What follows belongs to an exercise in optimizing a design on an open flow for small area; a production flow would make more cautious choices.
The RTL was checked by simulation tests, not by an equivalence proof against the original design.
No activity file was given, so power comes from the tool's default toggle rates.

==> flow/design.v <==
module debouncer
(
	input 		noisy,
	input 		clock,
	output reg 	debounced
);
reg       last;
reg [2:0] run;
reg fb;
always @(*)
	case (run)
	3'b000, 3'b010, 3'b011, 3'b101, 3'b111: fb = 1'b1;
	default: fb = 1'b0;
	endcase
always @ (posedge clock)
begin
	last <= noisy;
	if (noisy != last)
		run <= 3'b110;
	else
		run <= {run[1:0], fb};
	if (run == 3'b111)
		debounced <= ~last;
end
endmodule
module RXMajority3Filter
(
	input clockIN,
	input rxIN,
	output wire rxOUT
);
reg [2:0] rxLock;
assign rxOUT = (rxLock[0] & rxLock[1]) | (rxLock[0] & rxLock[2]) | (rxLock[1] & rxLock[2]);
always @(posedge clockIN)
begin
	rxLock <= {rxIN, rxLock[2:1]};
end
endmodule
module UART_RX
#(
	parameter CLOCK_FREQUENCY = 50_000_000,
	parameter BAUD_RATE       = 921600
)
(
	input  clockIN,
	input  RxResetIN,
	input  rxIN,
	output wire rxFireOUT,
	output reg  rxBitOUT,
	output reg  [3:0] rxBitsOUT
);
localparam integer BIT_CYCLES = CLOCK_FREQUENCY / BAUD_RATE / 2 * 2;    
function [5:0] lf(input integer k);
	integer j;
	begin
		lf = 6'd1;
		for (j = 0; j < k; j = j + 1)
			lf = {lf[4:0], lf[5] ^ lf[4]};
	end
endfunction
localparam [5:0] T_START = lf(0), T_TICK = lf(BIT_CYCLES / 2 - 1), T_AFTER = lf(BIT_CYCLES / 2), T_LAST = lf(BIT_CYCLES - 1);
reg [5:0] rxTimer;
wire rx;
wire rxIdle = (rxBitsOUT == 4'd15);
wire rxBaudTick = ~(rx & rxIdle) & (rxTimer == T_TICK);
assign rxFireOUT = (rxTimer == T_AFTER) & rxIdle & rxBitOUT;
RXMajority3Filter rxFilter
(
	.clockIN(clockIN),
	.rxIN(rxIN),
	.rxOUT(rx)
);
always @(posedge clockIN)
	if ((rx & rxIdle) | (rxTimer == T_LAST))
		rxTimer <= T_START;
	else
		rxTimer <= {rxTimer[4:0], rxTimer[5] ^ rxTimer[4]};
always @(posedge clockIN)
begin
	if(RxResetIN)
	begin
		rxBitsOUT <= 4'd15;
		rxBitOUT <= 1'b0;
	end
	else if(rxBaudTick)
	begin
		rxBitOUT <= rx;
		if(rxIdle)
			rxBitsOUT <= 4'd8;
		else
			rxBitsOUT <= rxBitsOUT - 4'd1;
	end
end
endmodule
module LedDataSelector
(
	input wire clock,
	input wire reset,
	input wire [4:0] phase,
	input wire UART_RxFire,
	input wire UART_RxBit,
	input wire [3:0] UART_RxBits,
	input wire ws_win,
	input wire sk_win,
	output wire [3:0] wd,        
	output wire ws_we,           
	output wire sk_we,
	output wire ws_by,           
	output wire sk_by,
	output wire [1:0] by_led
);
reg [2:0] byte_idx;
reg [2:0] addr;
reg addr31;
reg wr;
reg [7:0] cb [0:3];
wire rx_data = ~UART_RxBits[3];            
wire slot_now = (phase[2:0] == UART_RxBits[2:0]);
genvar c;
generate
for (c = 0; c < 4; c = c + 1) begin : g_cb
	localparam [2:0] BYTE = (c == 0) ? 3'd5 : (c == 1) ? 3'd4 : (c == 2) ? 3'd6 : 3'd7;
	wire ins = rx_data & slot_now & (byte_idx == BYTE);
	always @(posedge clock)
		cb[c] <= {cb[c][0], cb[c][7:2], ins ? UART_RxBit : cb[c][1]};
	assign wd[c] = cb[c][1];
end
endgenerate
always @(posedge clock)
begin
	wr <= UART_RxFire & (byte_idx == 3'd7) & ~reset;
	if (reset)
		byte_idx <= 3'd0;
	else if (UART_RxFire)
		byte_idx <= byte_idx + 3'd1;
	if (byte_idx == 3'd0 && UART_RxBits == 4'd7) addr[0] <= UART_RxBit;
	if (byte_idx == 3'd0 && UART_RxBits == 4'd6) addr[1] <= UART_RxBit;
	if (byte_idx == 3'd0 && UART_RxBits == 4'd5) addr[2] <= UART_RxBit;
	if (byte_idx == 3'd3 && UART_RxBits == 4'd0) addr31 <= UART_RxBit;
end
reg pend, ch, sw_on, sw_half;
reg [1:0] tgt;
wire wr_ok   = wr & ~addr[2];    
wire blk     = wr_ok & (addr31 ? sk_win : ws_win);
wire commit  = pend & ~(ch ? sk_win : ws_win);
wire start   = (wr_ok & ~blk) | commit;
always @(posedge clock)
begin
	if (wr_ok)
	begin
		tgt <= addr[1:0];
		ch <= addr31;
	end
	pend <= blk | (pend & ~commit);
	if (start)
	begin
		sw_on <= 1'b1;
		sw_half <= 1'b0;
	end
	else if (sw_on && phase == 5'd31)
	begin
		if (sw_half)
			sw_on <= 1'b0;
		sw_half <= 1'b1;
	end
end
wire sw_here = sw_on & (phase[4:3] == tgt);
assign ws_we = sw_here & ~ch;
assign sk_we = sw_here & ch;
assign ws_by = sw_on & ~ch;
assign sk_by = sw_on & ch;
assign by_led = tgt;
endmodule
module RAM_2P
(
	input clock,
	input we,
	input wd,
	output tap0,
	output tap2
);
reg [31:0] q;
assign tap0 = we ? wd : q[1];
assign tap2 = q[17];
always @(posedge clock)
	q <= {q[0], q[31:2], tap0};
endmodule
module WS2812
#(
	parameter NCOL = 3,
	parameter [5:0] T_CNT = 6'd35,   
	parameter [4:0] T_IDX = 5'b10000,   
	parameter [1:0] T_LED = 2'b00,      
	parameter [2:0] T_EXT = 3'b111
)
(
	input wire clock,
	input wire reset,
	input wire [4:0] phase,
	input wire [7:0] taps,
	input wire [3:0] wd,
	input wire by,
	input wire [1:0] by_led,
	output reg [1:0] led,
	output wire win,
	output wire ws_data
);
localparam [4:0] IDX0 = (NCOL == 3) ? 5'd8 : 5'd0;
function [5:0] lf(input integer k);
	integer j;
	begin
		lf = 6'd1;
		for (j = 0; j < k; j = j + 1)
			lf = {lf[4:0], lf[5] ^ lf[4]};
	end
endfunction
localparam [5:0] C0 = lf(0), C22 = lf(22), C50 = lf(50), C51 = lf(51), C56 = lf(56), C61 = lf(61), C62 = lf(62), CT = lf(T_CNT);
reg pre, bit_val, out;
reg [5:0] cnt;
reg [4:0] idx;
reg [2:0] ext;
wire gap = |ext;
wire [1:0] col_taps = taps[2*idx[4:3] +: 2];
always @(posedge clock)
	if (phase[3:0] == {led[0], idx[2:0]})
		bit_val <= (by && by_led == led) ? wd[idx[4:3]] : col_taps[phase[4] ^ led[1]];
wire e62 = (cnt == C62);
wire bit_end = ~pre & e62;
wire col_end = bit_end & (idx[2:0] == 3'd7);
wire led_last = bit_end & (idx == 5'd31);
wire term = ~pre & (cnt == CT) & ((idx & T_IDX) == T_IDX) & ((led & T_LED) == T_LED) & ((ext & T_EXT) == T_EXT);
assign win = ~gap & (~pre | (cnt == C61) | e62);
assign ws_data = out;
always @(posedge clock)
begin
	out <= ~reset & ~gap & ~pre & ((cnt == C0) | (out & ~((cnt == C22) & ~bit_val) & ~(cnt == C56)));
	if (reset | term)
	begin
		pre <= 1'b1;
		cnt <= reset ? C50 : C51;
		{ext, led, idx} <= {5'd0, IDX0};
	end
	else
	begin
		if (led_last | (pre & e62))
			pre <= ~pre;
		if (led_last)
			cnt <= C51;
		else
			cnt <= {cnt[4:0], cnt[5] ^ cnt[4] ^ (cnt[4:0] == 5'd0) | (bit_end & ~col_end)};
		if (led_last)
		begin
			idx <= IDX0;
			{ext, led} <= {ext, led} + 5'd1;
		end
		else if (bit_end)
			idx <= idx + 5'd1;
	end
end
endmodule
module SK6812RGBW
(
	input wire clock,
	input wire reset,
	input wire [4:0] phase,
	input wire [7:0] taps,     
	input wire [3:0] wd,
	input wire by,
	input wire [1:0] by_led,
	output wire [1:0] led,
	output wire win,
	output wire ws_data
);
WS2812 #(.NCOL(4), .T_CNT(6'd44), .T_IDX(5'b01001), .T_LED(2'b10), .T_EXT(3'b101)) ser
(
	.clock(clock),
	.reset(reset),
	.phase(phase),
	.taps(taps),
	.wd(wd),
	.by(by),
	.by_led(by_led),
	.led(led),
	.win(win),
	.ws_data(ws_data)
);
endmodule
module C10LP_TOP
(
	input SYS_CLK50M,
	input USER_PB0,
	input GPIO1,
	output ARDUINO_IO12,
	output ARDUINO_IO13
);
wire reset;
reg [4:0] phase;
always @(posedge SYS_CLK50M)
	phase <= phase + 5'd1;
wire rx_fire, rx_bit;
wire [3:0] rx_bits;
wire [3:0] wd;
wire ws_we, sk_we, ws_by, sk_by;
wire [1:0] by_led;
wire [1:0] ws_led, sk_led;
wire ws_win, sk_win;
wire [7:0] ws_taps;    
wire [7:0] sk_taps;
debouncer db
(
	.noisy(USER_PB0),
	.clock(SYS_CLK50M),
	.debounced(reset)
);
UART_RX uart_rx_i
(
	.clockIN(SYS_CLK50M),
	.RxResetIN(reset),
	.rxIN(GPIO1),
	.rxFireOUT(rx_fire),
	.rxBitOUT(rx_bit),
	.rxBitsOUT(rx_bits)
);
LedDataSelector lds
(
	.clock(SYS_CLK50M),
	.reset(reset),
	.phase(phase),
	.UART_RxFire(rx_fire),
	.UART_RxBit(rx_bit),
	.UART_RxBits(rx_bits),
	.ws_win(ws_win),
	.sk_win(sk_win),
	.wd(wd),
	.ws_we(ws_we),
	.sk_we(sk_we),
	.ws_by(ws_by),
	.sk_by(sk_by),
	.by_led(by_led)
);
genvar c;
generate
for (c = 0; c < 3; c = c + 1) begin : g_ws
	RAM_2P ram (.clock(SYS_CLK50M), .we(ws_we), .wd(wd[c]), .tap0(ws_taps[2*c+2]), .tap2(ws_taps[2*c+3]));
end
for (c = 0; c < 4; c = c + 1) begin : g_sk
	RAM_2P ram (.clock(SYS_CLK50M), .we(sk_we), .wd(wd[c]), .tap0(sk_taps[2*c]), .tap2(sk_taps[2*c+1]));
end
endgenerate
WS2812 ws
(
	.clock(SYS_CLK50M),
	.reset(reset),
	.phase(phase),
	.taps(ws_taps),
	.wd({wd[2:0], 1'b0}),
	.by(ws_by),
	.by_led(by_led),
	.led(ws_led),
	.win(ws_win),
	.ws_data(ARDUINO_IO12)
);
SK6812RGBW sk
(
	.clock(SYS_CLK50M),
	.reset(reset),
	.phase(phase),
	.taps(sk_taps),
	.wd(wd),
	.by(sk_by),
	.by_led(by_led),
	.led(sk_led),
	.win(sk_win),
	.ws_data(ARDUINO_IO13)
);
endmodule
export LEC_CHECK = 0
export CAP_MARGIN = 20
export CORE_MARGIN = 2
export CORE_UTILIZATION = 40
export CTS_BUF_LIST = sky130_fd_sc_hd__clkbuf_8
export CTS_CLUSTER_DIAMETER = 60
export CTS_CLUSTER_SIZE = 16
export SLEW_MARGIN = 20
create_clock -name core_clock -period 20.0 [get_ports {SYS_CLK50M}]
run.sh (not shown) runs the stock make flow with config.mk's settings and CLKGATE_MAP_FILE= SYNTH_SCRIPT=/design/flow/synth_recipe.tcl, a recipe that flattens the netlist after the stock synthesis.
Edit:
--- a/flow/design.v
+++ b/flow/design.v
@@ -44,9 +44,9 @@
 (
 	input  clockIN,
 	input  RxResetIN,
 	input  rxIN,
-	output wire rxFireOUT,
+	output reg  rxFireOUT,
 	output reg  rxBitOUT,
 	output reg  [3:0] rxBitsOUT
 );
 localparam integer BIT_CYCLES = CLOCK_FREQUENCY / BAUD_RATE / 2 * 2;    
@@ -57,14 +57,13 @@
 		for (j = 0; j < k; j = j + 1)
 			lf = {lf[4:0], lf[5] ^ lf[4]};
 	end
 endfunction
-localparam [5:0] T_START = lf(0), T_TICK = lf(BIT_CYCLES / 2 - 1), T_AFTER = lf(BIT_CYCLES / 2), T_LAST = lf(BIT_CYCLES - 1);
+localparam [5:0] T_START = lf(0), T_TICK = lf(BIT_CYCLES / 2 - 1), T_LAST = lf(BIT_CYCLES - 1);
 reg [5:0] rxTimer;
 wire rx;
 wire rxIdle = (rxBitsOUT == 4'd15);
 wire rxBaudTick = ~(rx & rxIdle) & (rxTimer == T_TICK);
-assign rxFireOUT = (rxTimer == T_AFTER) & rxIdle & rxBitOUT;
 RXMajority3Filter rxFilter
 (
 	.clockIN(clockIN),
 	.rxIN(rxIN),
@@ -76,13 +75,11 @@
 	else
 		rxTimer <= {rxTimer[4:0], rxTimer[5] ^ rxTimer[4]};
 always @(posedge clockIN)
 begin
+	rxFireOUT <= rxBaudTick & (rxBitsOUT == 4'd0) & rx & ~RxResetIN;
 	if(RxResetIN)
-	begin
 		rxBitsOUT <= 4'd15;
-		rxBitOUT <= 1'b0;
-	end
 	else if(rxBaudTick)
 	begin
 		rxBitOUT <= rx;
 		if(rxIdle)
Effect: The changed run finished clean. Core utilization rises by 0.25 points. Synthesized cell count falls by about 0.3%. Via count fell by about 1.3%. Register-to-register slack gets better by 0.03 ns. Total power climbs by 2.1%.

[separate check: timing with driven ports]
In the flow no input, the clock included, has a driving cell. The finished layouts below were timed again as built, in two steps. Step 1, drivers: a clkbuf_16 drives SYS_CLK50M and a buf_2 each remaining input, both assumed. Step 2 moves the port delays by t, midway between the first and last clock arrival at a register: inputs arrive t later, outputs are due t later. That takes back most of the time a late clock gives input paths. Slacks: no drivers / after step 1 / after step 2; pairs: no drivers / after step 1.
run | t, ns | setup WS [ns] | latest minus earliest clock arrival (ns)
the first run | 0.570 | 14.558 / 14.518 / 15.034 | 0.028 / 0.029
the second run | 0.568 | 14.566 / 14.529 / 15.006 | 0.036 / 0.036
After both steps every run listed still meets setup and hold.
